Context: an optimization exercise on an open-source flow, tuned for small area. The choices shown serve that exercise and are no tape-out recipe.
RTL that was checked went through simulation tests only; none was proved equivalent to the original.
Only the layout flow was run in run 1; the RTL was not checked for function there.
No activity file was given, so power comes from the tool's default toggle rates. The clock port is modelled as an ideal driver; clocking choices that lean on that would not hold on a real chip.

===== flow/run.sh =====
#!/bin/bash
# Own layout flow: the standard flow (standard.sh) with these changes:
#  - synthesis maps the logic with an area-oriented ABC script (flow/abc_area.script)
#    in place of ORFS's delay-oriented one; everything else in the synthesis, and so
#    every register, its name and its cell, is the standard synthesis's
#  - the port buffers are sky130_fd_sc_hd__buf_1
#  - clock tree: sink clusters of up to 28 flip-flops within 100 um, clkbuf_8 above the leaves, no dummy loads
# Each tool's output is in orfs/logs/ (one log per step) and in flow.log here.
set -euo pipefail
W=$(pwd)
F=$W/flow

# The standard flow's synthesis script, with yosys' abc command given our script
{
	echo "proc abc {args} { set i [lsearch -exact \$args -script]; if {\$i >= 0} { lset args [expr {\$i + 1}] $F/abc_area.script }; yosys abc {*}\$args }"
	cat "$W/synth_recipe.tcl"
} > "$W/own_synth.tcl"
sed -e "s#SYNTH_SCRIPT=[^ ]*synth_recipe.tcl#SYNTH_SCRIPT=$W/own_synth.tcl#" "$W/standard.sh" > "$W/own_standard.sh"
grep -q "SYNTH_SCRIPT=$W/own_synth.tcl" "$W/own_standard.sh"

bash "$W/own_standard.sh" \
	"BUFFER_PORTS_ARGS=-buffer_cell sky130_fd_sc_hd__buf_1" \
	"CTS_ARGS=-sink_clustering_enable -repair_clock_nets -sink_clustering_size 28 -sink_clustering_max_diameter 100 -tree_buf sky130_fd_sc_hd__clkbuf_8 -dont_use_dummy_load" \
	finish > "$W/flow.log" 2>&1

===== flow/abc_area.script =====
strash
&get -n
&fraig -x
&put
scorr
dc2
dretime
strash
&get -n
&dch -f
&nf -R 1000
&put

===== standard.sh =====
#!/bin/bash
# synth_recipe.tcl (not shown) runs the flow's synth.tcl, then flattens the netlist and writes it again
# the make line also repeats each setting of config.mk as NAME=value (left out here)
make -C /OpenROAD-flow-scripts/flow DESIGN_CONFIG=/design/flow/config.mk WORK_HOME=/design/flow/orfs CLKGATE_MAP_FILE= SYNTH_SCRIPT=/design/flow/synth_recipe.tcl "${@:-finish}"

===== config.mk =====
export PLATFORM = sky130hd
export DESIGN_NAME = selen_l1_cache
export DESIGN_NICKNAME = selen_l1_cache
export VERILOG_FILES = /design/flow/design.v
export SDC_FILE = /design/flow/constraint.sdc
export NUM_CORES = 8
export LEC_CHECK = 0
export CAP_MARGIN = 20
export CORE_MARGIN = 2
export CORE_UTILIZATION = 70
export PLACE_DENSITY = 0.75
export SLEW_MARGIN = 20

===== constraint.sdc =====
create_clock -name core_clock -period 12.0 [get_ports {clk}]
set_input_delay 2.4000 -clock core_clock [delete_from_list [all_inputs] [get_ports {clk}]]
set_output_delay 2.4000 -clock core_clock [all_outputs]
set_load 0.01 [all_outputs]

===== design.v =====
module l1_lrum
#(
	parameter BYPASS = 1
)
(
	input               clk,
	input               rst_n,
	input               req,
	input               idx,
	input   [3:0]       ld_val_vect,
	input   [3:0]       tag_cmp_vect,
	output              hit,
	output  [3:0]       hit_vect,
	output  [3:0]       way_vect
);
	reg        req_r;
	reg        idx_r;
	reg        bypass_r;
	reg  [3:0] bypass_used_r;
	reg  [3:0] used0_r;
	reg  [3:0] used1_r;
	wire [3:0] used;
	wire [3:0] alloc;
	wire [3:0] upd;
	wire [3:0] used_next;
	always @(posedge clk or negedge rst_n)
		if(~rst_n) req_r <= 1'b0;
		else req_r <= req;
	always @(posedge clk) idx_r <= idx;
	generate
		if(BYPASS) begin : g_bypass
			always @(posedge clk or negedge rst_n)
				if(~rst_n) bypass_r <= 1'b0;
				else if(req) bypass_r <= (idx == idx_r);
			always @(posedge clk or negedge rst_n)
				if(~rst_n) bypass_used_r <= 4'b0;
				else if(req_r) bypass_used_r <= used_next;
		end else begin : g_no_bypass
			always @* begin
				bypass_r      = 1'b0;
				bypass_used_r = 4'b0;
			end
		end
	endgenerate
	always @(posedge clk or negedge rst_n)
		if(~rst_n) used0_r <= 4'b0;
		else if(req_r & ~idx_r) used0_r <= used_next;
	always @(posedge clk or negedge rst_n)
		if(~rst_n) used1_r <= 4'b0;
		else if(req_r & idx_r) used1_r <= used_next;
	assign used = bypass_r ? bypass_used_r : (idx_r ? used1_r : used0_r);
	assign hit_vect = ld_val_vect & tag_cmp_vect;
	assign hit      = (|hit_vect) & req_r;
	assign alloc[0] = ~used[0];
	assign alloc[1] = ~used[1] & used[0];
	assign alloc[2] = ~used[2] & (&used[1:0]);
	assign alloc[3] = ~used[3] & (&used[2:0]);
	assign way_vect  = hit ? hit_vect : alloc;
	assign upd       = used | way_vect;
	assign used_next = (&upd) ? way_vect : upd;
endmodule
module l1_mau
(
	input               clk,
	input               rst_n,
	input               l1i_req_val,
	input       [26:0]  l1i_req_line,
	output              l1i_req_ack,
	output              l1i_beat_we,
	input               l1d_req_val,
	input               l1d_req_nc,
	input               l1d_req_we,
	input       [31:0]  l1d_req_addr,
	input       [31:0]  l1d_req_wdata,
	input       [1:0]   l1d_req_sz,
	output              l1d_req_ack,
	output              l1d_ack_nc,
	output              l1d_ack_we,
	output              l1d_beat_we,
	output      [2:0]   beat_idx,
	output      [31:0]  nc_data,
	input               wb_ack_i,
	input       [31:0]  wb_dat_i,
	output      [31:0]  wb_dat_o,
	output      [31:0]  wb_adr_o,
	output              wb_cyc_o,
	input               wb_stall_i,
	output      [3:0]   wb_sel_o,
	output              wb_stb_o,
	output              wb_we_o
);
	reg  [2:0]  tok_r [0:3];
	reg  [2:0]  wp_r, ip_r, ap_r;
	reg  [31:0] ws0_addr_r, ws1_addr_r;
	reg  [31:0] ws0_data_r, ws1_data_r;
	reg  [1:0]  ws0_sz_r,   ws1_sz_r;
	reg         ws0_val_r,  ws1_val_r;
	wire        ws_pop, ws_move;
	wire        ack_full, ack_empty, hdr_empty, dat_full;
	wire        req_d_val, req_i_val, w_ack, w_ack_wr, w_ack_nc;
	reg         d_req_rd_accepted_r;
	reg         i_req_rd_accepted_r;
	reg         tr_state_r;
	reg  [2:0]  tr_cnt_r;
	wire [2:0]  h_tok = tok_r[ip_r[1:0]];
	wire        h_d  = h_tok[2];
	wire        h_wr = h_tok[1];
	wire        h_nc = h_tok[0];
	wire        tr_fin;
	reg         ack_state_r;
	reg  [2:0]  ack_cnt_r;
	reg         ack_state_next;
	reg  [2:0]  ack_cnt_next;
	wire [2:0]  a_tok = tok_r[ap_r[1:0]];
	wire        a_d  = a_tok[2];
	wire        a_wr = a_tok[1];
	wire        a_nc = a_tok[0];
	wire [2:0]  ack_cnt = (a_wr | a_nc) ? 3'd0 : 3'd7;
	wire        r_ack;
	wire        l1d_beat_nc_we;
	wire        req_ack;
	reg         ack_type_r, ack_wr_r, ack_nc_r;
	assign ack_full  = (wp_r[2] ^ ap_r[2]) & (wp_r[1:0] == ap_r[1:0]);
	assign ack_empty = (wp_r == ap_r);
	assign hdr_empty = (wp_r == ip_r);
	assign dat_full  = ws0_val_r & ws1_val_r;
	assign req_d_val = l1d_req_val & (~dat_full | ~l1d_req_we) & ~d_req_rd_accepted_r & ~ack_full;
	assign req_i_val = l1i_req_val & (~l1d_req_val | d_req_rd_accepted_r) & ~i_req_rd_accepted_r & ~ack_full;
	assign w_ack    = req_d_val | req_i_val;
	assign w_ack_wr = req_d_val & l1d_req_we;
	assign w_ack_nc = req_d_val & l1d_req_nc;
	always @(posedge clk or negedge rst_n) begin
		if(~rst_n) d_req_rd_accepted_r <= 1'b0;
		else if(d_req_rd_accepted_r) d_req_rd_accepted_r <= ~(req_ack & ~ack_wr_r & ack_type_r);
		else d_req_rd_accepted_r <= req_d_val & ~l1d_req_we;
	end
	always @(posedge clk or negedge rst_n) begin
		if(~rst_n) i_req_rd_accepted_r <= 1'b0;
		else if(i_req_rd_accepted_r) i_req_rd_accepted_r <= ~(req_ack & ~ack_type_r);
		else i_req_rd_accepted_r <= req_i_val;
	end
	always @(posedge clk) if(w_ack) tok_r[wp_r[1:0]] <= {req_d_val, w_ack_wr, w_ack_nc};
	assign ws_pop  = tr_fin & h_wr;
	assign ws_move = ws1_val_r & (~ws0_val_r | ws_pop);
	always @(posedge clk)
		if(w_ack_wr) begin
			ws1_addr_r <= l1d_req_addr;
			ws1_sz_r   <= l1d_req_sz;
		end
	always @(posedge clk)
		if(w_ack_wr | l1d_beat_nc_we)
			ws1_data_r <= w_ack_wr ? l1d_req_wdata : wb_dat_i;
	always @(posedge clk)
		if(ws_move) begin
			ws0_addr_r <= ws1_addr_r;
			ws0_data_r <= ws1_data_r;
			ws0_sz_r   <= ws1_sz_r;
		end
	always @(posedge clk or negedge rst_n) begin
		if(~rst_n) begin
			ws0_val_r <= 1'b0;
			ws1_val_r <= 1'b0;
		end else begin
			ws0_val_r <= ws_move | (ws0_val_r & ~ws_pop);
			ws1_val_r <= w_ack_wr | (ws1_val_r & ~ws_move);
		end
	end
	always @(posedge clk or negedge rst_n) begin
		if(~rst_n) begin
			wp_r  <= 3'd0;
			ip_r  <= 3'd0;
			ap_r  <= 3'd0;
		end else begin
			if(w_ack)           wp_r  <= wp_r + 3'd1;
			if(tr_fin)          ip_r  <= ip_r + 3'd1;
			if(r_ack)           ap_r  <= ap_r + 3'd1;
		end
	end
	assign tr_fin = tr_state_r & (tr_cnt_r == 3'd0) & ~wb_stall_i;
	always @(posedge clk or negedge rst_n) begin
		if(~rst_n) begin
			tr_state_r <= 1'b0;
			tr_cnt_r   <= 3'd0;
		end else if(~tr_state_r) begin
			if(~hdr_empty) begin
				tr_state_r <= 1'b1;
				tr_cnt_r   <= (h_nc | h_wr) ? 3'd0 : 3'd7;
			end
		end else if(~wb_stall_i) begin
			if(tr_cnt_r == 3'd0) tr_state_r <= 1'b0;
			else tr_cnt_r <= tr_cnt_r - 3'd1;
		end
	end
	wire [31:0] h_addr  = h_wr ? ws0_addr_r : h_d ? l1d_req_addr : {l1i_req_line, 5'b0};
	wire [1:0]  ws_sz   = ws0_sz_r;
	assign wb_stb_o = tr_state_r;
	assign wb_we_o  = h_wr;
	assign wb_adr_o = (h_wr | h_nc) ? h_addr : {h_addr[31:5], ~tr_cnt_r, 2'b00};
	assign wb_sel_o = ws_sz[0] ? 4'b0001 : ws_sz[1] ? 4'b0011 : 4'b1111;
	assign wb_dat_o = ws0_data_r;
	assign nc_data  = ws1_data_r;
	assign wb_cyc_o = ~ack_empty;
	always @* begin
		ack_state_next = ack_state_r;
		ack_cnt_next   = ack_cnt_r;
		if(~ack_state_r | (ack_cnt_r == 3'd0)) begin
			if(wb_ack_i) begin
				ack_state_next = 1'b1;
				ack_cnt_next   = ack_cnt;
			end else begin
				ack_state_next = 1'b0;
			end
		end else if(wb_ack_i) begin
			ack_cnt_next = ack_cnt_r - 3'd1;
		end
	end
	assign r_ack   = ack_state_next & (ack_cnt_next == 3'd0);
	assign req_ack = ack_state_r & (ack_cnt_r == 3'd0);
	always @(posedge clk or negedge rst_n) begin
		if(~rst_n) begin
			ack_state_r <= 1'b0;
			ack_cnt_r   <= 3'd0;
		end else begin
			ack_state_r <= ack_state_next;
			ack_cnt_r   <= ack_cnt_next;
		end
	end
	always @(posedge clk) begin
		if(r_ack) begin
			ack_type_r <= a_d;
			ack_nc_r   <= a_nc;
			ack_wr_r   <= a_wr;
		end
	end
	assign beat_idx       = (~ack_state_r | (ack_cnt_r == 3'd0)) ? 3'd0 : (3'd0 - ack_cnt_r);
	assign l1i_beat_we    = wb_ack_i & ~a_d;
	assign l1d_beat_we    = wb_ack_i & a_d & ~a_wr & ~a_nc;
	assign l1d_beat_nc_we = wb_ack_i & a_d & ~a_wr & a_nc;
	assign l1i_req_ack = req_ack & ~ack_type_r;
	assign l1d_req_ack = w_ack_wr | (req_ack & ack_type_r & ~ack_wr_r);
	assign l1d_ack_nc  = (w_ack_wr & w_ack_nc) | ack_nc_r;
	assign l1d_ack_we  = w_ack_wr;
endmodule
module l1d_top
(
	input               clk,
	input               rst_n,
	input               core_req_val,
	input       [31:0]  core_req_addr,
	input       [2:0]   core_req_cop,
	input       [31:0]  core_req_wdata,
	input       [2:0]   core_req_size,
	output              core_req_ack,
	output reg  [31:0]  core_ack_data,
	output              mau_req_val,
	output              mau_req_nc,
	output              mau_req_we,
	output      [31:0]  mau_req_addr,
	output      [31:0]  mau_req_wdata,
	output      [1:0]   mau_req_sz,
	input               mau_req_ack,
	input               mau_ack_nc,
	input               mau_ack_we,
	input               beat_we,
	input       [31:0]  nc_data,
	input       [2:0]   beat_idx,
	input       [31:0]  beat_data
);
	wire        s0_req_val;
	wire        s0_req_nc;
	wire        s0_req_wr;
	wire        s0_req_rd;
	reg  [3:0]  s0_word_be;
	reg         del_buf_val_r;
	reg  [29:0] del_buf_addr_r;
	reg  [31:0] del_buf_data_r;
	reg  [3:0]  del_buf_word_be_r;
	reg         del_buf_hit_r;
	reg  [3:0]  del_buf_way_vect_r;
	reg         del_buf_dm_wr_r;
	wire        del_buf_need_dm_wr;
	wire        del_buf_clean;
	wire        del_buf_addr_hit;
	wire        del_buf_be_hit;
	reg         del_buf_addr_hit_r;
	wire        del_buf_idx = del_buf_addr_r[3];
	wire [2:0]  del_buf_word = del_buf_addr_r[2:0];
	reg         s1_req_val_r;
	reg  [31:0] s1_req_addr_r;
	reg         s1_req_we_r;
	reg         s1_req_nc_r;
	reg  [31:0] s1_req_wdata_r;
	reg  [1:0]  s1_req_sz_r;
	wire [25:0] s1_req_tag_r  = s1_req_addr_r[31:6];
	wire        s1_req_idx_r  = s1_req_addr_r[5];
	wire [2:0]  s1_req_word_r = s1_req_addr_r[4:2];
	wire        stall;
	wire        fill_ack;
	wire        dm_blocked;
	wire        req_ack;
	wire        req_we_ack;
	wire        req_rd_ack;
	reg         mau_req_ack_r;
	reg         mau_ack_nc_r;
	reg  [25:0] tag_r [0:7];
	reg  [7:0]  vld_r;
	wire [3:0]  tag_cmp_vect;
	wire [3:0]  ld_val_vect;
	wire        lru_req;
	reg         lru_req_r;
	wire        lru_hit;
	wire [3:0]  hit_vect;
	wire [3:0]  lru_way_vect;
	reg  [3:0]  lru_way_vect_r;
	reg  [31:0] dm_r [0:63];
	wire        dbw_we;
	wire [3:0]  dbw_way;
	wire [31:0] dm_wdata;
	wire [3:0]  wr_way;
	wire        wr_idx;
	wire [2:0]  wr_word_idx;
	wire [3:0]  wr_be;
	wire        nc_sel;
	wire [3:0]  rd_way;
	reg  [31:0] dm_word;
	assign s0_req_val = core_req_val & ~stall;
	assign s0_req_nc  = (core_req_cop == 3'b010) | (core_req_cop == 3'b011);
	assign s0_req_wr  = (core_req_cop == 3'b001);
	assign s0_req_rd  = (core_req_cop == 3'b000);
	always @* begin
		if     (core_req_size == 1) s0_word_be = 4'b0001 << core_req_addr[1:0];
		else if(core_req_size == 2) s0_word_be = 4'b0011 << core_req_addr[1:0];
		else                        s0_word_be = 4'b1111;
	end
	assign del_buf_need_dm_wr = s1_req_val_r & s1_req_we_r & lru_hit;
	assign fill_ack   = mau_req_ack & ~mau_ack_nc & ~mau_ack_we;
	assign dm_blocked = (s0_req_val & s0_req_rd) | fill_ack;
	assign del_buf_clean = (del_buf_dm_wr_r & ~dm_blocked) | (~del_buf_dm_wr_r & ~del_buf_need_dm_wr);
	assign del_buf_addr_hit = (del_buf_addr_r == core_req_addr[31:2]);
	assign del_buf_be_hit   = (s0_word_be == (del_buf_word_be_r & s0_word_be));
	always @(posedge clk or negedge rst_n) begin
		if(~rst_n) begin
			del_buf_val_r      <= 1'b0;
			del_buf_hit_r      <= 1'b0;
			del_buf_addr_hit_r <= 1'b0;
		end else begin
			del_buf_val_r      <= (s0_req_val & s0_req_wr) | (del_buf_val_r & ~del_buf_clean);
			del_buf_addr_hit_r <= del_buf_val_r & s0_req_val & s0_req_rd & del_buf_addr_hit;
			del_buf_hit_r      <= del_buf_val_r & s0_req_val & s0_req_rd & del_buf_addr_hit & del_buf_be_hit;
		end
	end
	always @(posedge clk) begin
		if(s0_req_val & s0_req_wr) begin
			del_buf_addr_r    <= core_req_addr[31:2];
			del_buf_word_be_r <= s0_word_be;
		end
	end
	always @(posedge clk) if(s0_req_val & s0_req_wr) del_buf_data_r <= core_req_wdata;
	always @(posedge clk or negedge rst_n) begin
		if(~rst_n) del_buf_way_vect_r <= 4'b0;
		else if(del_buf_need_dm_wr) del_buf_way_vect_r <= lru_way_vect;
	end
	always @(posedge clk or negedge rst_n) begin
		if(~rst_n) del_buf_dm_wr_r <= 1'b0;
		else del_buf_dm_wr_r <= (del_buf_need_dm_wr & dm_blocked) | (del_buf_dm_wr_r & ~del_buf_clean);
	end
	assign lru_req = s0_req_val & ~s0_req_nc;
	always @(posedge clk or negedge rst_n) begin
		if(~rst_n) lru_req_r <= 1'b0;
		else lru_req_r <= lru_req;
	end
	always @(posedge clk) if(lru_req_r) lru_way_vect_r <= lru_way_vect;
	l1_lrum lrum
	(
		.clk          (clk),
		.rst_n        (rst_n),
		.req          (lru_req),
		.idx          (core_req_addr[5]),
		.ld_val_vect  (ld_val_vect),
		.tag_cmp_vect (tag_cmp_vect),
		.hit          (lru_hit),
		.hit_vect     (hit_vect),
		.way_vect     (lru_way_vect)
	);
	always @(posedge clk, negedge rst_n) begin
		if(~rst_n) s1_req_val_r <= 1'b0;
		else if(~stall) s1_req_val_r <= s0_req_val;
		else s1_req_val_r <= ~mau_req_ack;
	end
	always @(posedge clk) if(~stall) s1_req_we_r   <= (core_req_cop == 3'b011) | (core_req_cop == 3'b001);
	always @(posedge clk) if(~stall) s1_req_nc_r   <= s0_req_nc;
	always @(posedge clk) if(~stall) s1_req_addr_r <= core_req_addr;
	always @(posedge clk) if(~stall) s1_req_wdata_r <= core_req_wdata;
	always @(posedge clk) if(~stall) s1_req_sz_r    <= {core_req_size == 2, core_req_size == 1};
	assign stall = (s1_req_we_r) ? (s1_req_val_r & ~mau_req_ack) :
	                               (s1_req_val_r & ~(lru_hit | del_buf_hit_r));
	assign mau_req_val   = s1_req_val_r & (s1_req_nc_r | s1_req_we_r | ~(lru_hit | del_buf_hit_r));
	assign mau_req_nc    = s1_req_nc_r;
	assign mau_req_we    = s1_req_we_r;
	assign mau_req_addr  = (s1_req_we_r | s1_req_nc_r) ? s1_req_addr_r : {s1_req_tag_r, s1_req_idx_r, 5'b0};
	assign mau_req_wdata = s1_req_wdata_r;
	assign mau_req_sz    = s1_req_sz_r;
	always @(posedge clk or negedge rst_n)
		if(~rst_n) mau_req_ack_r <= 1'b0;
		else mau_req_ack_r <= mau_req_ack & ~mau_ack_we;
	always @(posedge clk) mau_ack_nc_r <= mau_ack_nc;
	assign req_ack    = req_rd_ack | req_we_ack | mau_req_ack_r;
	assign req_rd_ack = ~s1_req_we_r & (lru_hit | del_buf_hit_r);
	assign req_we_ack = s1_req_val_r & s1_req_we_r & ~stall;
	assign dbw_we  = ~(s0_req_val & s0_req_rd) & ~fill_ack &
	                 ((del_buf_val_r & del_buf_need_dm_wr) | del_buf_dm_wr_r);
	assign dbw_way = (del_buf_val_r & del_buf_need_dm_wr) ? lru_way_vect : del_buf_way_vect_r;
	assign dm_wdata    = beat_we ? beat_data : del_buf_data_r;
	assign wr_way      = beat_we ? lru_way_vect_r : dbw_way;
	assign wr_idx      = beat_we ? s1_req_idx_r : del_buf_idx;
	assign wr_word_idx = beat_we ? beat_idx : del_buf_word;
	assign wr_be       = {4{beat_we}} | ({4{dbw_we}} & del_buf_word_be_r);
	genvar w, k, b;
	generate
		for(w = 0; w < 4; w = w + 1) begin : g_way
			assign tag_cmp_vect[w] = (tag_r[{s1_req_idx_r, w[1:0]}] == s1_req_tag_r);
			assign ld_val_vect[w]  = vld_r[{s1_req_idx_r, w[1:0]}];
		end
		for(k = 0; k < 8; k = k + 1) begin : g_tag
			always @(posedge clk)
				if(fill_ack & lru_way_vect_r[k%4] & (s1_req_idx_r == k/4))
					tag_r[k] <= s1_req_tag_r;
			always @(posedge clk or negedge rst_n)
				if(~rst_n) vld_r[k] <= 1'b0;
				else if(fill_ack & lru_way_vect_r[k%4] & (s1_req_idx_r == k/4))
					vld_r[k] <= 1'b1;
		end
		for(k = 0; k < 64; k = k + 1) begin : g_dm
			wire wr_word = wr_way[(k/8)%4] & (wr_idx == k/32) & (wr_word_idx == k%8);
			for(b = 0; b < 4; b = b + 1) begin : g_byte
				always @(posedge clk)
					if(wr_word & wr_be[b])
						dm_r[k][b*8+:8] <= dm_wdata[b*8+:8];
			end
		end
	endgenerate
	assign nc_sel = mau_req_ack_r & mau_ack_nc_r;
	assign rd_way = lru_hit ? hit_vect : (lru_way_vect_r & {4{~nc_sel}});
	integer i;
	always @* begin
		dm_word = {32{nc_sel}} & nc_data;
		for(i = 0; i < 4; i = i + 1)
			if(rd_way[i]) dm_word = dm_word | dm_r[{s1_req_idx_r, i[1:0], s1_req_word_r}];
	end
	genvar bb;
	generate
		for(bb = 0; bb < 4; bb = bb + 1) begin : g_out
			wire db_byte = del_buf_hit_r | (del_buf_addr_hit_r & del_buf_word_be_r[bb]);
			always @* core_ack_data[bb*8+:8] = db_byte ? del_buf_data_r[bb*8+:8] : dm_word[bb*8+:8];
		end
	endgenerate
	assign core_req_ack = req_ack;
endmodule
module l1i_top
(
	input               clk,
	input               rst_n,
	input               core_req_val,
	input       [31:0]  core_req_addr,
	output              core_req_ack,
	output      [31:0]  core_ack_data,
	output              mau_req_val,
	output      [26:0]  mau_req_line,
	input               mau_req_ack,
	input               beat_we,
	input       [31:0]  beat_data
);
	reg         rdy1_r, rdy2_r, rdy3_r;
	wire        req_val;
	reg  [29:0] req_addr_r;
	reg         req_val_r;
	wire [25:0] req_tag_r  = req_addr_r[29:4];
	wire        req_idx_r  = req_addr_r[3];
	wire [2:0]  req_word_r = req_addr_r[2:0];
	wire        req_ack;
	reg         mau_req_was_send_r;
	reg         mau_req_ack_r;
	reg  [25:0] tag_r [0:7];
	reg  [7:0]  vld_r;
	wire [3:0]  tag_cmp_vect;
	wire [3:0]  ld_val_vect;
	wire        lru_hit;
	wire [3:0]  hit_vect;
	wire [3:0]  lru_way_vect;
	reg  [3:0]  lru_way_vect_r;
	reg  [31:0] dm_r [0:63];
	wire [3:0]  rd_way;
	always @(posedge clk or negedge rst_n)
		if(~rst_n) begin
			rdy1_r <= 1'b0;
			rdy2_r <= 1'b0;
			rdy3_r <= 1'b0;
		end else begin
			rdy1_r <= 1'b1;
			rdy2_r <= rdy1_r;
			rdy3_r <= rdy2_r;
		end
	assign req_val = rdy2_r & core_req_val & (req_ack | ~rdy3_r);
	always @(posedge clk) if(req_val) req_addr_r <= core_req_addr[31:2];
	always @(posedge clk or negedge rst_n)
		if(~rst_n) req_val_r <= 1'b0;
		else req_val_r <= req_val;
	assign req_ack = mau_req_ack_r | lru_hit;
	always @(posedge clk) if(req_val_r) lru_way_vect_r <= lru_way_vect;
	l1_lrum #(.BYPASS(0)) lrum
	(
		.clk          (clk),
		.rst_n        (rst_n),
		.req          (req_val),
		.idx          (core_req_addr[5]),
		.ld_val_vect  (ld_val_vect),
		.tag_cmp_vect (tag_cmp_vect),
		.hit          (lru_hit),
		.hit_vect     (hit_vect),
		.way_vect     (lru_way_vect)
	);
	always @(posedge clk or negedge rst_n) begin
		if(~rst_n) mau_req_was_send_r <= 1'b0;
		else if(mau_req_was_send_r) mau_req_was_send_r <= ~mau_req_ack;
		else mau_req_was_send_r <= mau_req_val;
	end
	assign mau_req_val  = (req_val_r & ~lru_hit) | mau_req_was_send_r;
	assign mau_req_line = {req_tag_r, req_idx_r};
	always @(posedge clk or negedge rst_n)
		if(~rst_n) mau_req_ack_r <= 1'b0;
		else mau_req_ack_r <= mau_req_ack;
	genvar w, k;
	generate
		for(w = 0; w < 4; w = w + 1) begin : g_way
			assign tag_cmp_vect[w] = (tag_r[{req_idx_r, w[1:0]}] == req_tag_r);
			assign ld_val_vect[w]  = vld_r[{req_idx_r, w[1:0]}];
		end
		for(k = 0; k < 8; k = k + 1) begin : g_tag
			always @(posedge clk)
				if(mau_req_ack & lru_way_vect_r[k%4] & (req_idx_r == k/4))
					tag_r[k] <= req_tag_r;
			always @(posedge clk or negedge rst_n)
				if(~rst_n) vld_r[k] <= 1'b0;
				else if(mau_req_ack & lru_way_vect_r[k%4] & (req_idx_r == k/4))
					vld_r[k] <= 1'b1;
		end
		for(k = 0; k < 64; k = k + 1) begin : g_dm
			wire [31:0] shift_in;
			if(k%8 == 7) begin : g_top
				assign shift_in = beat_data;
			end else begin : g_mid
				assign shift_in = dm_r[k+1];
			end
			always @(posedge clk)
				if(beat_we & lru_way_vect_r[(k/8)%4] & (req_idx_r == k/32))
					dm_r[k] <= shift_in;
		end
	endgenerate
	assign rd_way = req_val_r ? hit_vect : lru_way_vect_r;
	wire [63:0] rd_sel;
	reg  [31:0] rd_data;
	genvar q;
	generate
		for(q = 0; q < 64; q = q + 1) begin : g_sel
			assign rd_sel[q] = rd_way[(q/8)%4] & (req_idx_r == q/32) & (req_word_r == q%8);
		end
	endgenerate
	integer i;
	always @* begin
		rd_data = 32'b0;
		for(i = 0; i < 64; i = i + 1)
			rd_data = rd_data | ({32{rd_sel[i]}} & dm_r[i]);
	end
	assign core_req_ack  = req_ack;
	assign core_ack_data = rd_data;
endmodule
module selen_l1_cache
(
	input                           clk,
	input                           rst_n,
	input                           l1i_req_val,
	input   [32-1:0]  l1i_req_addr,
	output                          l1i_req_ack,
	output  [32-1:0]  l1i_ack_data,
	input                           l1d_req_val,
	input   [32-1:0]  l1d_req_addr,
	input   [3-1:0]   l1d_req_cop,
	input   [32-1:0]  l1d_req_wdata,
	input   [3-1:0]  l1d_req_size,
	output                          l1d_req_ack,
	output  [32-1:0]  l1d_ack_data,
	input   [32-1:0]  wb_dat_i,
	output  [32-1:0]  wb_dat_o,
	input                           wb_ack_i,
	output  [32-1:0]  wb_adr_o,
	output                          wb_cyc_o,
	input                           wb_stall_i,
	output  [(32 / 8)-1:0]    wb_sel_o,
	output                          wb_stb_o,
	output                          wb_we_o
);
	wire        i_mau_req_val;
	wire [26:0] i_mau_req_line;
	wire        i_mau_req_ack;
	wire        i_beat_we;
	wire        d_mau_req_val;
	wire        d_mau_req_nc;
	wire        d_mau_req_we;
	wire [31:0] d_mau_req_addr;
	wire [31:0] d_mau_req_wdata;
	wire [1:0]  d_mau_req_sz;
	wire        d_mau_req_ack;
	wire        d_mau_ack_nc;
	wire        d_mau_ack_we;
	wire        d_beat_we;
	wire [31:0] nc_data;
	wire [2:0]  beat_idx;
	l1i_top l1i
	(
		.clk           (clk),
		.rst_n         (rst_n),
		.core_req_val  (l1i_req_val),
		.core_req_addr (l1i_req_addr),
		.core_req_ack  (l1i_req_ack),
		.core_ack_data (l1i_ack_data),
		.mau_req_val   (i_mau_req_val),
		.mau_req_line  (i_mau_req_line),
		.mau_req_ack   (i_mau_req_ack),
		.beat_we       (i_beat_we),
		.beat_data     (wb_dat_i)
	);
	l1d_top l1d
	(
		.clk            (clk),
		.rst_n          (rst_n),
		.core_req_val   (l1d_req_val),
		.core_req_addr  (l1d_req_addr),
		.core_req_cop   (l1d_req_cop),
		.core_req_wdata (l1d_req_wdata),
		.core_req_size  (l1d_req_size),
		.core_req_ack   (l1d_req_ack),
		.core_ack_data  (l1d_ack_data),
		.mau_req_val    (d_mau_req_val),
		.mau_req_nc     (d_mau_req_nc),
		.mau_req_we     (d_mau_req_we),
		.mau_req_addr   (d_mau_req_addr),
		.mau_req_wdata  (d_mau_req_wdata),
		.mau_req_sz     (d_mau_req_sz),
		.mau_req_ack    (d_mau_req_ack),
		.mau_ack_nc     (d_mau_ack_nc),
		.mau_ack_we     (d_mau_ack_we),
		.beat_we        (d_beat_we),
		.nc_data        (nc_data),
		.beat_idx       (beat_idx),
		.beat_data      (wb_dat_i)
	);
	l1_mau mau
	(
		.clk            (clk),
		.rst_n          (rst_n),
		.l1i_req_val    (i_mau_req_val),
		.l1i_req_line   (i_mau_req_line),
		.l1i_req_ack    (i_mau_req_ack),
		.l1i_beat_we    (i_beat_we),
		.l1d_req_val    (d_mau_req_val),
		.l1d_req_nc     (d_mau_req_nc),
		.l1d_req_we     (d_mau_req_we),
		.l1d_req_addr   (d_mau_req_addr),
		.l1d_req_wdata  (d_mau_req_wdata),
		.l1d_req_sz     (d_mau_req_sz),
		.l1d_req_ack    (d_mau_req_ack),
		.l1d_ack_nc     (d_mau_ack_nc),
		.l1d_ack_we     (d_mau_ack_we),
		.l1d_beat_we    (d_beat_we),
		.beat_idx       (beat_idx),
		.nc_data        (nc_data),
		.wb_ack_i       (wb_ack_i),
		.wb_dat_i       (wb_dat_i),
		.wb_dat_o       (wb_dat_o),
		.wb_adr_o       (wb_adr_o),
		.wb_cyc_o       (wb_cyc_o),
		.wb_stall_i     (wb_stall_i),
		.wb_sel_o       (wb_sel_o),
		.wb_stb_o       (wb_stb_o),
		.wb_we_o        (wb_we_o)
	);
endmodule

==> run summary, run 1 <==
GRT
The global-route met2 utilization is around three fifths. The number of antenna violations at the first check in global routing is 30. The first-pass GRT wire length is 716 mm. The total congestion overflow after global routing is 0.

The global routing usage on met3 is ~11%. The global routing's busiest layer is met2. The via count of the first global-routing pass is 98100. The total global-route track usage is 39.7%. For met1 alone, demand over resource in global routing was between 50 and 60%. Entering global routing, the biggest net connects approximately 180 pins.

Outcome
The flow ran to the end and the layout has no timing, DRC or antenna violations.

Yosys
The cell count after synthesis came out at 9020. The sequential element share of the synthesized area is 83.4%. For this run, asynchronously set or reset flops after synthesis account for under 10%.

The mapped netlist covers around 0.18 mm². Counting distinct cell types in the post-synthesis netlist gives 59. Ranked by instance count, the synthesized netlist is headed by sky130_fd_sc_hd__edfxtp_1 (4831), sky130_fd_sc_hd__a222oi_1 (834), sky130_fd_sc_hd__nor2_1 (519). Counting flops and latches in the post-synthesis netlist gives 4909. Of all cell types, the one taking the most synthesized area is sky130_fd_sc_hd__edfxtp_1. For this run, the leading register cell type out of synthesis is sky130_fd_sc_hd__edfxtp_1. Ranked by total cell area, the synthesized netlist is headed by sky130_fd_sc_hd__edfxtp_1 (82%), sky130_fd_sc_hd__a222oi_1 (4.7%), sky130_fd_sc_hd__a22oi_1 (1.5%). The Yosys step of the flow raised 9 warnings.

The share of the synthesized area in the top cell type is a little over 80%. The synthesized area divided by synthesized cell count is 19.5 µm². The synthesized design contains 4831 enable-type register cells. In the post-synthesis netlist, the cell with the most instances is sky130_fd_sc_hd__edfxtp_1.

Worst setup path
The required time at the endpoint of the critical path is 9.60 ns. The category of the worst setup path launch point is a register. The worst-path maximum fanout is 119. The critical path start-end classification is reg2out.

The kind of capture point of the worst setup path is an output port. For the worst setup path, the data arrival time is 7.78 ns.

Clock tree
TritonCTS built the clock tree. The count of H-tree levels built during CTS is 4. The post-cts repair resize count is 0. The sink count of the clock tree is between 4000 and 5000. The post-CTS repair timing setup buffer count is 0. The total CTS buffers is 193. The post-cts hold buffer count is 0. At the later pin of the worst-skew pair, clock insertion delay measures around 0.95 ns. The number of buffers on the longest clock path is 3.

The clock edge transition at the registers on the reported setup and hold paths is approximately 0.11 ns. The clock root buffer is sky130_fd_sc_hd__clkbuf_16.

Timing
Headroom to the max-slew limit came out at between 10% and 20%. The number of endpoints with negative hold slack in the final report is 0. The final max-slew violation count is 0. Setup violations remaining at the end of the flow were counted as 0. The post-route setup TNS is 0 ns. The worst-margin pin slew is 1.26 ns. Setup repair after global routing left no endpoint under its margin. The final clock period utilization by the worst path is 84.8%. The maximum operating frequency is 98.2 MHz. Clock skew on the completed layout was measured at 0.0921 ns.

The post-layout minimum cycle time is ~10 ns.

Place
The count of placed standard cells including taps is 12900. During placement, the flow inserted port buffers numbering 273. The HPWL after detailed placement is between 300 and 400 mm. At the end of routability-driven placement, the weighted congestion stood at ~0.91.

Route
Dividing the detail-routed wire length by the instance count gives 39.2 µm. After detailed routing, the total wire length is 515 mm. The detailed-route vias per instance is 7.82. The count of nets left with antenna violations once routing finished came out at 0.

After the first detailed-routing iteration, the DRC count stood at 22100. In the routed design, unresolved DRC markers number 0. The total iterations of the first detailed-routing run is 11. The detailed router placed 103000 vias in this run.

Run
The number of max-cap violations is 0.

Finish
The total number of nets in the final design is roughly 9900. The register area is 0.147 mm². The area used by multi-input combinational logic is around 0.03 mm². The finished layout holds approximately 13000 standard cells, fillers aside. The synthesis-to-layout area growth is 7.46%.

The fraction of layout instances using a drive strength above 1 is ~6.4%. Counting the fill cells in the layout gives 14100.

Pwr
The largest vdd supply drop is 0.165 mV. The leakage power is 57.9 nW. Power spread over the standard cell area amounts to 177 mW/mm².

Floorplan
From left edge to right edge, the die measures approximately 500 µm. The top-level port count is approximately 280. In this run the core area contains about 180 standard-cell rows. The core region is 0.251 mm². The die is around 500 µm tall. For this configuration, the core starts out at a cell density of 70.2%.

The die covers 0.256 mm².

Worst hold path
The classification of the worst-slack hold path is reg2reg.
## placed cells by master, fill, tap and decap left out, types with 150 or more instances in the layout
cell	instances
sky130_fd_sc_hd__nand4_1	203
sky130_fd_sc_hd__edfxtp_1	4831
sky130_fd_sc_hd__nand2_1	493
sky130_fd_sc_hd__a222oi_1	834
sky130_fd_sc_hd__nor2_1	430
sky130_fd_sc_hd__buf_4	251
sky130_fd_sc_hd__buf_1	272
sky130_fd_sc_hd__a221oi_1	289
sky130_fd_sc_hd__a22oi_1	342
sky130_fd_sc_hd__nand3_1	150
sky130_fd_sc_hd__clkbuf_16	177
sky130_fd_sc_hd__mux2i_1	250
## layout make-up
class                           instances  share of cell area, %
Tap cell                             3348                   2.21
Clock buffer                          193                   2.45
Inverter                               51                  0.102
Timing Repair Buffer                  548                   1.78
Sequential cell                      4909                   77.6
Multi-Input combinational cell       4059                   15.8
Antenna cell                           26                 0.0343
## final timing paths
check                                      from               to  slack [ns]  cells after the start
min in group asynchronous                 rst_n     l1i.vld_r[6]        1.39                      1
hold reg to reg                      l1i.rdy1_r       l1i.rdy2_r        0.36                      0
setup / recovery           l1d.s1_req_addr_r[5]  l1d_ack_data[2]        1.82                     16
hold / removal                       l1i.rdy1_r       l1i.rdy2_r        0.36                      0
setup reg to reg           l1d.s1_req_addr_r[5]   l1d.dm_r[5][2]        3.21                     23
max in group asynchronous                 rst_n      mau.wp_r[0]        9.32                      2
## power breakdown
part / switching, mW / internal [mW] / total (mW)
registers: 0.498 / 20.1 / 20.6
clock network: 4.76 / 2.74 / 7.50
logic: 3.93 / 1.49 / 5.42
total: 9.19 / 24.3 / 33.5
## through the flow
stage	worst slack (ns)	util (%)	total power [mW]	hold slack (ns)	cell area, µm²
after CTS	1.98	75.4	33.3	0.370	189000
after detailed placement	3.04	73.6	26.2	0.345	185000
after global placement	3.07	73.5	26.0	0.334	184000
after global routing	1.58	75.5	34.3	0.372	189000
after floorplan	-16.54	-	24.0	0.331	176000
final	1.82	75.5	33.5	0.363	189000
## state kept, by name, indices dropped and copies added, names as in the netlist, 8 cells and up
name                flops
l1d.del_buf_addr_r     30
l1d.del_buf_data_r     32
l1d.dm_r             2048
l1d.s1_req_addr_r      32
l1d.s1_req_wdata_r     32
l1d.tag_r             208
l1d.vld_r               8
l1i.dm_r             2048
l1i.req_addr_r         30
l1i.tag_r             208
l1i.vld_r               8
mau.tok_r              12
mau.ws0_addr_r         32
mau.ws0_data_r         32
mau.ws1_addr_r         32
mau.ws1_data_r         32
## critical path: stages (launching register included)
cell and delay (ns):
sky130_fd_sc_hd__edfxtp_1 0.65, sky130_fd_sc_hd__buf_12 0.59, sky130_fd_sc_hd__mux2i_1 0.35, sky130_fd_sc_hd__nor2_1 0.06
sky130_fd_sc_hd__or4_1 0.54, sky130_fd_sc_hd__or4_1 0.53, sky130_fd_sc_hd__nor4_1 0.91, sky130_fd_sc_hd__o31ai_1 0.30
sky130_fd_sc_hd__nand2_1 0.30, sky130_fd_sc_hd__nor2_1 0.13, sky130_fd_sc_hd__nor2_4 0.30, sky130_fd_sc_hd__buf_4 0.62
sky130_fd_sc_hd__o22ai_1 0.30, sky130_fd_sc_hd__a2111oi_0 0.50, sky130_fd_sc_hd__buf_4 0.23, sky130_fd_sc_hd__a21oi_1 0.08
sky130_fd_sc_hd__buf_1 0.18
## cell families after synthesis
group	count (synthesis)	synth area share [%]
adder cells (fa/ha/maj)	14	0.0994
AND/OR/NAND/NOR	1610	4.19
flip-flops	4909	83.4
other	1	0.00213
buffers and inverters	53	0.117
XOR/XNOR	135	0.671
multiplexers	303	1.79
AO/OA/AOI/OAI	1995	9.73
## metal layers
layer,part of all wire [%],wire length (µm)
met1,32,166000
met4,6.9,35700
met2,45,232000
met3,16,81200
met5,0.020,103
==> run 2: changes to the inputs <==
--- a/design.v
+++ b/design.v
@@ -1,6 +1,3 @@
 module l1_lrum
-#(
-	parameter BYPASS = 1
-)
 (
 	input               clk,
@@ -28,19 +25,10 @@
 		else req_r <= req;
 	always @(posedge clk) idx_r <= idx;
-	generate
-		if(BYPASS) begin : g_bypass
-			always @(posedge clk or negedge rst_n)
-				if(~rst_n) bypass_r <= 1'b0;
-				else if(req) bypass_r <= (idx == idx_r);
-			always @(posedge clk or negedge rst_n)
-				if(~rst_n) bypass_used_r <= 4'b0;
-				else if(req_r) bypass_used_r <= used_next;
-		end else begin : g_no_bypass
-			always @* begin
-				bypass_r      = 1'b0;
-				bypass_used_r = 4'b0;
-			end
-		end
-	endgenerate
+	always @(posedge clk or negedge rst_n)
+		if(~rst_n) bypass_r <= 1'b0;
+		else if(req) bypass_r <= (idx == idx_r);
+	always @(posedge clk or negedge rst_n)
+		if(~rst_n) bypass_used_r <= 4'b0;
+		else if(req_r) bypass_used_r <= used_next;
 	always @(posedge clk or negedge rst_n)
 		if(~rst_n) used0_r <= 4'b0;
@@ -508,5 +496,5 @@
 	assign req_ack = mau_req_ack_r | lru_hit;
 	always @(posedge clk) if(req_val_r) lru_way_vect_r <= lru_way_vect;
-	l1_lrum #(.BYPASS(0)) lrum
+	l1_lrum lrum
 	(
 		.clk          (clk),
--- a/config.mk
+++ b/config.mk
@@ -8,5 +8,5 @@
 export CAP_MARGIN = 20
 export CORE_MARGIN = 2
-export CORE_UTILIZATION = 70
-export PLACE_DENSITY = 0.75
+export CORE_UTILIZATION = 76
+export PLACE_DENSITY = 0.8
 export SLEW_MARGIN = 20
==> run 2 against run 1 <==
Area after synthesis hardly changed. Sequential power barely moved. Setup slack got worse by 0.30 ns. Sequential cell count is 5 higher. Final area is 0.17% lower. First-iteration DRC count is 8.1% higher. Non-clock buffer count down 16. Hold slack worse by 0.0037 ns. Clock skew about the same. Via count is 2.1% higher. Register-to-register slack gained 0.75 ns. Critical endpoint is now l1i_ack_data[12]. Highest routed layer unchanged.
==> run summary, run 2 <==
Worst setup path
The required time at the endpoint of the critical path is 9.60 ns (about the same). The number of cells on the worst reg-to-reg path was 22 (-4.3%). The endpoint of the worst register-to-register path is l1d.dm_r[46][4]. The worst-path maximum fanout is 60 (-50%). The critical path start-end classification is reg2out.

The worst setup path is captured at an output port. The category of the worst setup path launch point is a register. The worst path arrival time came to 8.08 ns (+0.30 ns).

The slack of the worst reg-to-reg path is 3.96 ns (+0.75 ns). In this run the critical register-to-register path is launched from l1d.s1_req_addr_r[5].

Timing
The final clock period utilization by the worst path came to 87.3% (+2.5 points). The clock tree skew after final layout is 0.0922 ns (+0.0000727 ns). The final max-slew violation count came to 0 (unchanged). The worst slew margin relative to its limit was 9.90% (-5.9 points).

The worst-margin pin slew is 1.35 ns (+0.0868 ns). The number of endpoints with negative hold slack in the final report came to 0 (unchanged). Setup repair after global routing left no endpoint under its margin.

The number of endpoints failing setup at the final stage is 0 (unchanged). The post-layout minimum cycle time came to 10.48 ns (+0.300 ns). The post-route setup TNS is 0 ns (unchanged).

The maximum operating frequency was 95.4 MHz (-2.9%).

Finish
The leading cell type in the layout, fill and taps excluded is sky130_fd_sc_hd__edfxtp_1. The total number of nets in the final design is 9913 (-0.030%). The synthesis-to-layout area growth is 7.25%. The area used by multi-input combinational logic came to 0.0299 mm² (about the same).

The largest registers in the layout are l1d.dm_r x2048, l1i.dm_r x2048. The fraction of layout instances using a drive strength above 1 was 6.36% (+0.012 points). The fill cell total of the finished layout is 10800 (-23%). The register area is 0.147 mm² (about the same). Leaving out fill and tap cells, the most frequent cells in the layout are sky130_fd_sc_hd__edfxtp_1 (4831), sky130_fd_sc_hd__a222oi_1 (876), sky130_fd_sc_hd__nand2_1 (474). The area of all placed cells without fillers is 0.189 mm² (-0.17%).

Floorplan
The starting density of the core came to 76.5% (+6.3 points). The chip height was 486 µm (-4.0%). The area of the core was 0.230 mm² (-8.2%).

The top-level port count is 277 (unchanged). The floorplan die area is 0.236 mm² (-7.8%). The number of placement rows came to 176 (-4.3%).

The width of the chip is 486 µm (-4.0%).

GRT
The number of antenna violations at the first check in global routing is 33 (+10%). The largest net degree at the start of global routing is 162 (-7.4%). The via count of the first global-routing pass is 101000 (+3.2%). The first-pass GRT wire length is 727 mm (+1.7%).

The total global-route track usage was 44.2% (+4.5 points). The total congestion overflow after global routing came to 0 (unchanged).

Worst hold path
The path class of the tightest hold or removal check is reg2reg. The instance count along the most critical hold path is 0 (unchanged). The worst hold path terminates at l1i.rdy2_r. The hold path startpoint is l1i.rdy1_r.

Clock tree
The number of buffers on the longest clock path came to 3 (unchanged). The tree is rooted in a sky130_fd_sc_hd__clkbuf_16. The post-cts repair resize count is 0 (unchanged).

The insertion delay to the later sink of the worst-skew pair is 0.96 ns (about the same). The CTS tree is done. The clock edge transition at the registers on the reported setup and hold paths came to 0.10 ns (about the same). The count of H-tree levels built during CTS came to 4 (unchanged). The post-CTS repair timing setup buffer count was 0 (unchanged).

The sink count of the clock tree was 4914 (+0.10%). The total CTS buffers is 193 (unchanged). The post-cts hold buffer count is 0 (unchanged).

Pwr
The total power consumption of the routed design came to 33.5 mW (about the same). The leakage power is 57.9 nW (-0.10%). The power density over the cells is 177 mW/mm² (+0.18%). The largest vdd supply drop is 0.150 mV (-9.0%).

Run
The number of max-cap violations is 0 (unchanged).

Outcome
The flow ran to the end and the layout has no timing, DRC or antenna violations.

Yosys
The synthesized flop and latch total is 4914 (+0.10%). The synthesized area came to 0.176 mm² (about the same). The largest total area in the synthesized netlist belongs to sky130_fd_sc_hd__edfxtp_1.

The count of cell types in the netlist came to 60 (+1.7%). Ranked by instance count, the synthesized netlist is headed by sky130_fd_sc_hd__edfxtp_1 (4831), sky130_fd_sc_hd__a222oi_1 (876), sky130_fd_sc_hd__nor2_1 (543). The number of flops mapped to enable cells by yosys is 4831 (unchanged). The share of the synthesized area in the top cell type is 82.3% (about the same). The synthesized instance count is 9033 (+0.14%). The synthesized area divided by synthesized cell count is 19.5 µm² (-0.12%). The sequential element share of the synthesized area came to 83.4% (about the same). The async set-reset flop share out of synthesis is 1.63% (+0.10 points). Sorting the synthesized cells by area gives the leading types as sky130_fd_sc_hd__edfxtp_1 (82%), sky130_fd_sc_hd__a222oi_1 (5.0%), sky130_fd_sc_hd__a22oi_1 (1.6%). The number of warnings reported in the yosys synthesis log is 8 (-1). The dominant cell by count in the synthesized netlist is sky130_fd_sc_hd__edfxtp_1. The most used flip-flop cell after synthesis is sky130_fd_sc_hd__edfxtp_1.

Route
The violation count after the first detailed-route iteration is 23900 (+8.1%). The wire length per cell is 40.7 µm (+3.8%). The via count came to 105000 (+2.1%). The detailed-route vias per instance came to 8.17 (+4.5%). The total iterations of the first detailed-routing run is 14 (+3). The number of nets with antenna violations after routing is 0 (unchanged).

The detailed-route DRC error count is 0 (unchanged). The routed wire length is 522 mm (+1.5%).

Place
The count of input and output buffers is 273 (unchanged). The placer's final routability congestion estimate came to 0.941 (+3.7%). The cell area after placement is 0.184 mm² (-0.25%). The HPWL after detailed placement is 305 mm (-0.13%).
-- run 2: cell count changes in the layout (fill, tap and decap cells not counted), sizes merged, moves of 17 or more --
cell	before	now
a221oi	289	240
a22o	132	86
a222oi	834	876
nand3	150	184
a22oi	342	375
diode	26	55
a2111oi	30	55
nor2	519	543
nand2	496	475
buf	547	530
-- run 2: per-layer routing --
metal,track usage (%),vias up,routed length (µm)
li1,-,40600,-
met1,57.3,51000,157000
met2,66.1,11100,235000
met3,12.8,2248,86500
met4,29.8,22,43200
met5,0.0612,-,399
-- run 2: area by class of cell --
| class | count | area share [%] |
|---|---|---|
| inverter | 52 | 0.105 |
| tap | 3026 | 2.00 |
| clock buffer | 193 | 2.46 |
| timing repair buffer | 532 | 1.73 |
| sequential | 4914 | 77.8 |
| antenna | 55 | 0.0728 |
| multi-input combinational | 4066 | 15.8 |
-- run 2: power breakdown --
part	switching (mW)	internal [mW]
sequential	0.585	20.2
combinational	3.81	1.44
clock	4.77	2.74
-- run 2: logic make-up after synthesis --
kind of cell / synth area share [%]
compound gates: 9.72
xor+xnor: 0.661
flops: 83.4
simple gates: 4.13
buf+inv: 0.119
mux: 1.82
fa+ha+maj: 0.0993
other cells: 0.00213
-- run 2: worst max-delay path by stage --
stage / start / endpoint / slack (ns)
2_1_floorplan: l1i.req_addr_r[3] / l1i.dm_r[0][0] / -16.55
3_3_place_gp: l1i.req_addr_r[3] / l1i_ack_data[12] / 2.88
3_5_place_dp: l1i.req_addr_r[3] / l1i_ack_data[12] / 2.70
4_1_cts: l1i.req_addr_r[3] / l1i_ack_data[12] / 1.68
5_1_grt: l1i.req_addr_r[3] / l1i_ack_data[12] / 1.22
6_report: l1i.req_addr_r[3] / l1i_ack_data[12] / 1.52
-- run 2: critical path, stage by stage, from the launching register on --
cell                        delay (ns)
sky130_fd_sc_hd__edfxtp_1         0.37
sky130_fd_sc_hd__buf_4            0.77
sky130_fd_sc_hd__mux2i_1          0.35
sky130_fd_sc_hd__nor2_1           0.07
sky130_fd_sc_hd__a211oi_1         0.26
sky130_fd_sc_hd__o2111ai_1        0.14
sky130_fd_sc_hd__nor4_1           0.47
sky130_fd_sc_hd__nand3_1          0.17
sky130_fd_sc_hd__nor4_1           0.79
sky130_fd_sc_hd__mux2i_1          0.30
sky130_fd_sc_hd__nand2b_1         0.60
sky130_fd_sc_hd__nor2_4           1.09
sky130_fd_sc_hd__buf_4            0.55
sky130_fd_sc_hd__a222oi_1         0.16
sky130_fd_sc_hd__nand2_1          0.12
sky130_fd_sc_hd__a221oi_1         0.06
sky130_fd_sc_hd__and3_1           0.26
sky130_fd_sc_hd__nand4_1          0.33
sky130_fd_sc_hd__buf_1            0.19
-- run 2: metrics by stage --
step	std cells	setup slack (ns)	utilization, %	hold WS, ns
2_1_floorplan	9034	-16.55	-	0.331
3_3_place_gp	12600	2.88	79.9	0.332
3_5_place_dp	12600	2.70	79.9	0.340
4_1_cts	12800	1.68	81.9	0.365
5_1_grt	12800	1.22	82.1	0.375
6_report	12800	1.52	82.1	0.360
==> run 3: changes to the inputs <==
--- a/config.mk
+++ b/config.mk
@@ -8,5 +8,5 @@
 export CAP_MARGIN = 20
 export CORE_MARGIN = 2
-export CORE_UTILIZATION = 76
-export PLACE_DENSITY = 0.8
+export CORE_UTILIZATION = 64
+export PLACE_DENSITY = 0.7
 export SLEW_MARGIN = 20
==> run 3 against run 2 <==
Non-clock buffer count down 11. Synthesized cell count unchanged. Global-route usage down 7.0 points. Core utilization down 13 points. Combinational power about the same. Clock skew up 0.0077 ns. Critical path type unchanged. Largest cell class unchanged.
==> run summary, run 3 <==
Outcome
The run finished with no timing, DRC or antenna violations.

Yosys
The number of warnings reported in the yosys synthesis log came to 8 (unchanged). The synthesized instance count is 9033 (unchanged). Summed over all instances, the cell type with the most area after synthesis is sky130_fd_sc_hd__edfxtp_1.

The synthesized area is 0.176 mm² (unchanged). The synthesized flop and latch total is 4914 (unchanged). The synthesized-area fraction occupied by ao, oa, aoi and oai cells is 9.72% (unchanged).

The synthesized area divided by synthesized cell count was 19.5 µm² (unchanged). Yosys instantiated no cell more often than sky130_fd_sc_hd__edfxtp_1. The adder and majority cell fraction of the synthesized area is 0.0993% (unchanged). The commonest cells after synthesis are sky130_fd_sc_hd__edfxtp_1 (4831), sky130_fd_sc_hd__a222oi_1 (876), sky130_fd_sc_hd__nor2_1 (543).

By area the synthesized netlist is led by sky130_fd_sc_hd__edfxtp_1 (82%), sky130_fd_sc_hd__a222oi_1 (5.0%), sky130_fd_sc_hd__a22oi_1 (1.6%). The xor-xnor portion of the synthesized cell area was 0.661% (unchanged). The number of flops mapped to enable cells by yosys was 4831 (unchanged). The count of cell types in the netlist is 60 (unchanged). The dominant combinational cell family by area after synthesis is compound AO/OA/AOI/OAI gates. The portion of netlist area occupied by mux cells came to 1.82% (unchanged). The most used flip-flop cell after synthesis is sky130_fd_sc_hd__edfxtp_1. The sequential element share of the synthesized area is 83.4% (unchanged). The async set-reset flop share out of synthesis is 1.63% (unchanged). The simple-gate share of the synthesized area is 4.13% (unchanged). The share of the synthesized area in the top cell type is 82.3% (unchanged).

Place
The placer's final routability congestion estimate is 0.909 (-3.4%). The HPWL after detailed placement is 306 mm (+0.36%). The count of input and output buffers is 273 (unchanged).

Worst setup path
The worst-path maximum fanout is 21 (-65%). The endpoint of the worst register-to-register path is l1d.dm_r[0][4]. The kind of capture point of the worst setup path is an output port. The critical path start-end classification is reg2out. The worst path arrival time is 8.11 ns (+0.03 ns). The reg-to-reg startpoint is l1d.s1_req_addr_r[5]. The endpoint of the most critical setup path is l1i_ack_data[28]. The required time at the endpoint of the critical path is 9.60 ns (about the same). The category of the worst setup path launch point is a register.

The slack of the worst reg-to-reg path came to 2.71 ns (-1.25 ns). The source of the critical timing path is l1i.req_addr_r[3]. The number of cells on the worst reg-to-reg path was 24 (+9.1%).

GRT
The total global-route track usage is 37.2% (-7.0 points). The largest net degree at the start of global routing is 182 (+12%). The first-pass GRT wire length is 731 mm (+0.43%).

The via count of the first global-routing pass is 97400 (-3.8%). The number of antenna violations at the first check in global routing is 24 (-27%). The total congestion overflow after global routing was 0 (unchanged).

Worst hold path
The classification of the worst-slack hold path is reg2reg.

Timing
The final clock period utilization by the worst path is 87.6% (+0.24 points). The maximum operating frequency came to 95.1 MHz (-0.27%). The worst-margin pin slew is 1.25 ns (-0.0927 ns). The post-layout minimum cycle time is 10.51 ns (+0.0289 ns).

The final max-slew violation count is 0 (unchanged). The number of endpoints with negative hold slack in the final report is 0 (unchanged). The worst slew margin relative to its limit is 16.4% (+6.5 points). Setup repair after global routing left no endpoint under its margin. The post-route setup TNS came to 0 ns (unchanged). The clock tree skew after final layout came to 0.0999 ns (+0.00769 ns). The number of endpoints failing setup at the final stage came to 0 (unchanged).

Pwr
The power density over the cells is 178 mW/mm² (+0.47%). The largest vdd supply drop was 0.160 mV (+6.5%). The leakage power is 58.0 nW (+0.23%). The total power consumption of the routed design is 33.9 mW (+1.0%).

Route
The wire length per cell is 39.2 µm (-3.7%). The detailed-route vias per instance is 7.62 (-6.7%). The total iterations of the first detailed-routing run was 14 (unchanged).

The routed wire length is 524 mm (+0.37%). The via count is 102000 (-2.8%). The violation count after the first detailed-route iteration is 21200 (-11%). The detailed-route DRC error count was 0 (unchanged). The number of nets with antenna violations after routing is 0 (unchanged).

Floorplan
The starting density of the core is 64.4% (-12 points). The width of the chip came to 529 µm (+8.9%). The chip height is 529 µm (+8.9%). The floorplan die area came to 0.280 mm² (+19%). The area of the core is 0.274 mm² (+19%). The number of placement rows is 192 (+9.1%).

The top-level port count is 277 (unchanged).

Clock tree
The insertion delay to the later sink of the worst-skew pair was 1.02 ns (+0.06 ns). The post-CTS repair timing setup buffer count is 0 (unchanged). The number of buffers on the longest clock path is 4 (+1). The sink count of the clock tree is 4914 (unchanged). The post-cts hold buffer count was 0 (unchanged). The tree is rooted in a sky130_fd_sc_hd__clkbuf_16. The count of H-tree levels built during CTS is 4 (unchanged).

The CTS tree is done. The total CTS buffers is 198 (+2.6%). The post-cts repair resize count is 0 (unchanged).

The clock edge transition at the registers on the reported setup and hold paths is 0.09 ns (about the same).

Run
The number of max-cap violations came to 0 (unchanged).

Finish
The synthesis-to-layout area growth is 7.83%. In the final layout, the registers with the most flip-flops are l1d.dm_r x2048, l1i.dm_r x2048. In the layout the commonest cells are sky130_fd_sc_hd__edfxtp_1 (4831), sky130_fd_sc_hd__a222oi_1 (876), sky130_fd_sc_hd__nand2_1 (474). The fraction of layout instances using a drive strength above 1 is 6.31% (-0.058 points). The leading cell type in the layout, fill and taps excluded is sky130_fd_sc_hd__edfxtp_1. The total number of nets in the final design is 9907 (-0.061%).
-- run 3: cell families after synthesis --
family | after synthesis
fa+ha+maj | 14
mux | 309
xor+xnor | 133
simple gates | 1604
flops | 4914
compound gates | 2004
other cells | 1
buf+inv | 54
-- run 3: per-stage QoR --
| step | worst slack (ns) | cells | util (%) | hold WS (ns) | cell area, µm² |
|---|---|---|---|---|---|
| after CTS | 1.49 | 13300 | 69.3 | 0.361 | 190000 |
| after floorplan | -16.55 | 9034 | - | 0.331 | 176000 |
| after global placement | 2.34 | 13100 | 67.5 | 0.334 | 185000 |
| after detailed placement | 2.54 | 13100 | 67.5 | 0.339 | 185000 |
| final | 1.49 | 13400 | 69.4 | 0.358 | 190000 |
| after global routing | 1.40 | 13300 | 69.4 | 0.388 | 190000 |
-- run 3: layout make-up --
cell class / instances / area [µm²]
inverter: 52 / 198
timing repair buffer: 521 / 3340
tap: 3589 / 4490
sequential: 4914 / 147000
multi-input combinational: 4066 / 30000
antenna: 34 / 85.1
fill: 17100 / 83700
clock buffer: 198 / 4910
-- run 3: worst min path at each step --
stage | slack [ns] | from | end | cells after the start
2_1_floorplan | 0.33 | l1i.rdy1_r | l1i.rdy2_r | 0
6_report | 0.36 | l1i.rdy1_r | l1i.rdy2_r | 0
3_3_place_gp | 0.33 | l1i.rdy1_r | l1i.rdy2_r | 0
5_1_grt | 0.39 | l1i.rdy1_r | l1i.rdy2_r | 0
3_5_place_dp | 0.34 | l1i.rdy1_r | l1i.rdy2_r | 0
4_1_cts | 0.36 | l1i.rdy1_r | l1i.rdy2_r | 0
-- run 3: power by group --
| group | internal, mW | switching (mW) | total (mW) |
|---|---|---|---|
| clock | 2.94 | 4.89 | 7.83 |
| combinational | 1.46 | 3.79 | 5.26 |
| sequential | 20.2 | 0.600 | 20.8 |
| total | 24.6 | 9.28 | 33.9 |
-- run 3: critical path, cell delays in order (launching register included) --
cell                        delay, ns
sky130_fd_sc_hd__edfxtp_1        1.00
sky130_fd_sc_hd__buf_4           0.47
sky130_fd_sc_hd__mux2i_1         0.25
sky130_fd_sc_hd__xor2_1          0.15
sky130_fd_sc_hd__o21ai_0         0.10
sky130_fd_sc_hd__a2111oi_0       0.43
sky130_fd_sc_hd__nand4_1         0.19
sky130_fd_sc_hd__nor4_1          0.23
sky130_fd_sc_hd__nand4_1         0.26
sky130_fd_sc_hd__nor3_1          0.37
sky130_fd_sc_hd__nand2_1         0.14
sky130_fd_sc_hd__o21ai_0         0.20
sky130_fd_sc_hd__nand2b_1        0.55
sky130_fd_sc_hd__nor2_4          0.95
sky130_fd_sc_hd__buf_4           0.69
sky130_fd_sc_hd__a222oi_1        0.17
sky130_fd_sc_hd__and3_1          0.24
sky130_fd_sc_hd__nand4_1         0.09
sky130_fd_sc_hd__nor4_1          0.07
sky130_fd_sc_hd__nand4_1         0.12
sky130_fd_sc_hd__buf_1           0.42
-- run 3: layer usage --
| metal | vias up | track usage (%) | share of wire [%] |
|---|---|---|---|
| met5 | - | 0 | 0.024 |
| met4 | 12 | 18.5 | 5.7 |
| met3 | 1334 | 9.34 | 14 |
| met2 | 8470 | 57.0 | 46 |
| met1 | 51600 | 50.4 | 34 |
| li1 | 40600 | - | - |
==> run 4: changes to the inputs <==
--- a/config.mk
+++ b/config.mk
@@ -8,5 +8,5 @@
 export CAP_MARGIN = 20
 export CORE_MARGIN = 2
-export CORE_UTILIZATION = 64
-export PLACE_DENSITY = 0.7
+export CORE_UTILIZATION = 70
+export PLACE_DENSITY = 0.75
 export SLEW_MARGIN = 20
==> run 4 against run 3 <==
Still clean. Non-clock buffer count shrank 9. Core utilization grew 6.0 points. Clock power shrank 4.2%. Critical path depth shrank 3. Hold slack gained 0.0016 ns. Sequential power is essentially flat. Clock skew shrank 0.013 ns. Sequential share of layout area grew 0.35 points. Area after synthesis is the same. Total power shrank 1.3%. Highest routed layer unchanged.
==> run summary, run 4 <==
Clock tree
The post-cts hold buffer count came to 0 (unchanged). The total CTS buffers came to 193 (-2.5%). The sink count of the clock tree is 4914 (unchanged). The insertion delay to the later sink of the worst-skew pair came to 0.97 ns (-0.05 ns). The clock edge transition at the registers on the reported setup and hold paths was 0.11 ns (+0.02 ns). The clock root buffer is sky130_fd_sc_hd__clkbuf_16.

The post-cts repair resize count is 0 (unchanged). The count of H-tree levels built during CTS is 4 (unchanged).

Route
The wire length per cell is 38.7 µm (-1.2%). The via count is 102000 (+0.29%). The detailed-route vias per instance is 7.81 (+2.4%). The routed wire length came to 507 mm (-3.2%). The number of nets with antenna violations after routing is 0 (unchanged).

The violation count after the first detailed-route iteration is 22800 (+7.5%). The detailed-route DRC error count is 0 (unchanged).

Pwr
The switching fraction of total power is 27.1% (-0.27 points). The sequential power share is 62.1% (+0.7 points). The power density over the cells is 177 mW/mm² (-0.87%).

The internal power consumption is 24.4 mW (-0.95%). The combinational fraction of design power came to 15.5% (about the same). The largest vdd supply drop is 0.202 mV (+26%).

The switching power of the nets came to 9.07 mW (-2.3%).

Yosys
The async set-reset flop share out of synthesis came to 1.63% (unchanged). The simple-gate share of the synthesized area is 4.13% (unchanged). The synthesized flop and latch total is 4914 (unchanged). The portion of netlist area occupied by mux cells is 1.82% (unchanged).

By area, the combinational part of the netlist is dominated by compound AO/OA/AOI/OAI gates. The synthesized area is 0.176 mm² (unchanged). The dominant cell by count in the synthesized netlist is sky130_fd_sc_hd__edfxtp_1.

The adder and majority cell fraction of the synthesized area is 0.0993% (unchanged). The xor-xnor portion of the synthesized cell area is 0.661% (unchanged). The number of flops mapped to enable cells by yosys is 4831 (unchanged). The cell type contributing the most total cell area after synthesis is sky130_fd_sc_hd__edfxtp_1. The number of warnings reported in the yosys synthesis log is 8 (unchanged). The synthesized area divided by synthesized cell count came to 19.5 µm² (unchanged). The count of cell types in the netlist is 60 (unchanged). By count the netlist is led by sky130_fd_sc_hd__edfxtp_1 (4831), sky130_fd_sc_hd__a222oi_1 (876), sky130_fd_sc_hd__nor2_1 (543).

After synthesis, the cell types taking the most area are sky130_fd_sc_hd__edfxtp_1 (82%), sky130_fd_sc_hd__a222oi_1 (5.0%), sky130_fd_sc_hd__a22oi_1 (1.6%). The synthesized-area fraction occupied by ao, oa, aoi and oai cells is 9.72% (unchanged).

Floorplan
The area of the core came to 0.251 mm² (-8.4%). The number of placement rows is 184 (-4.2%). The width of the chip came to 506 µm (-4.3%). The floorplan die area is 0.256 mm² (-8.5%). The chip height is 506 µm (-4.3%). The starting density of the core is 70.3% (+5.9 points).

Place
The cell area after placement was 0.184 mm² (-0.25%). The HPWL after detailed placement was 299 mm (-2.6%).

Worst setup path
The worst path arrival time was 8.27 ns (+0.16 ns). The number of cells on the worst reg-to-reg path is 25 (+4.2%). The worst-path maximum fanout is 133 (+530%). The worst setup path is captured at an output port.

The critical path is of the reg2out type. The required time at the endpoint of the critical path is 9.60 ns (about the same).

Worst hold path
The instance count along the most critical hold path was 0 (unchanged).

Finish
In the layout the commonest cells are sky130_fd_sc_hd__edfxtp_1 (4831), sky130_fd_sc_hd__a222oi_1 (876), sky130_fd_sc_hd__nand2_1 (474). The synthesis-to-layout area growth is 7.34%. The area of all placed cells without fillers is 0.189 mm² (-0.45%).

The fill cell total of the finished layout is 14000 (-18%). The leading cell type in the layout, fill and taps excluded is sky130_fd_sc_hd__edfxtp_1. The number of non-filler instances in the completed layout is 13100 (-2.1%).

GRT
The total congestion overflow after global routing was 0 (unchanged). The number of antenna violations at the first check in global routing is 14 (-42%). The total global-route track usage is 39.3% (+2.1 points). The via count of the first global-routing pass is 98300 (+0.87%).

Timing
The final max-slew violation count came to 0 (unchanged). The worst-margin pin slew is 1.23 ns (-0.0223 ns). The final clock period utilization by the worst path is 88.9% (+1.3 points).

The clock tree skew after final layout came to 0.0869 ns (-0.0129 ns). Setup repair after global routing left no endpoint under its margin.

Outcome
The flow ran to the end and the layout has no timing, DRC or antenna violations.

Run
The number of max-cap violations is 0 (unchanged).
-- run 4: metrics by stage --
step / worst slack, ns / TNS [ns]
after floorplan: -16.55 / -9348.40
after global placement: 2.63 / 0
after detailed placement: 2.63 / 0
after CTS: 1.58 / 0
after global routing: 1.27 / 0
final: 1.33 / 0
-- run 4: layout make-up --
class | instances | area [µm²] | area share, %
inverters | 52 | 198 | 0.104
flip-flops and latches | 4914 | 147000 | 77.7
well taps | 3348 | 4190 | 2.21
clock buffers | 193 | 4650 | 2.46
diodes | 12 | 30.0 | 0.0159
repair buffers | 512 | 3090 | 1.63
multi-input cells | 4066 | 30000 | 15.8
-- run 4: path summary, 6_finish.rpt --
path / startpoint / to / slack, ns
worst max-delay path: l1i.req_addr_r[3] / l1i_ack_data[10] / 1.33
worst min-delay path: l1i.rdy1_r / l1i.rdy2_r / 0.36
worst max register to register: l1d.s1_req_addr_r[5] / l1d.dm_r[36][3] / 3.64
worst min register to register: l1i.rdy1_r / l1i.rdy2_r / 0.36
max in group asynchronous: rst_n / l1i.vld_r[5] / 9.32
min in group asynchronous: rst_n / l1d.del_buf_val_r / 1.41
-- run 4: critical path, cell delays in order, from the launching register on --
cell                        delay (ns)
sky130_fd_sc_hd__edfxtp_1         0.39
sky130_fd_sc_hd__buf_12           0.53
sky130_fd_sc_hd__mux2i_1          0.33
sky130_fd_sc_hd__nor2_1           0.07
sky130_fd_sc_hd__a211oi_1         0.26
sky130_fd_sc_hd__o2111ai_1        0.18
sky130_fd_sc_hd__nor4_1           0.50
sky130_fd_sc_hd__nand3_1          0.16
sky130_fd_sc_hd__nor4_1           0.81
sky130_fd_sc_hd__mux2i_1          0.30
sky130_fd_sc_hd__nand2b_1         0.63
sky130_fd_sc_hd__nor2_4           1.13
sky130_fd_sc_hd__buf_4            0.60
sky130_fd_sc_hd__a222oi_1         0.17
sky130_fd_sc_hd__nand4_1          0.14
sky130_fd_sc_hd__nor4_1           0.08
sky130_fd_sc_hd__nand4_1          0.13
sky130_fd_sc_hd__buf_1            0.57
-- run 4: layer usage --
layer | vias up | global-route usage (%) | routed length, µm
met2 | 9316 | 59.3 | 230000
met4 | 8 | 21.7 | 34300
met3 | 1508 | 9.47 | 77800
met5 | - | 0 | 46
li1 | 40500 | - | -
met1 | 51000 | 53.9 | 165000
-- run 4: logic make-up (layout without fill, tap and decap cells) --
group / after synthesis / in the layout
adders and majority gates: 14 / 14
other: 1 / 14
muxes: 309 / 309
xor gates and xnor gates: 133 / 133
and+or+nand+nor: 1604 / 1604
DFF: 4914 / 4914
AOI/OAI and AO/OA: 2004 / 2004
buffers and inverters: 54 / 757
-- run 4: power groups by stage --
stage,combinational (mW),sequential (mW),clock (mW)
finish,5.17,20.8,7.50
global route,5.41,20.8,7.97
CTS,5.02,20.7,7.46
detailed placement,5.00,21.1,0
global placement,4.86,21.1,0
floorplan,2.86,21.2,0

Check on run 4: ideal ports give 1.331 ns setup slack; a clkbuf_16 on the clock port and buf_2 on the inputs give 1.231 ns; moving port delays by the midpoint clock arrival (1.026 ns) as well gives 2.256 ns.
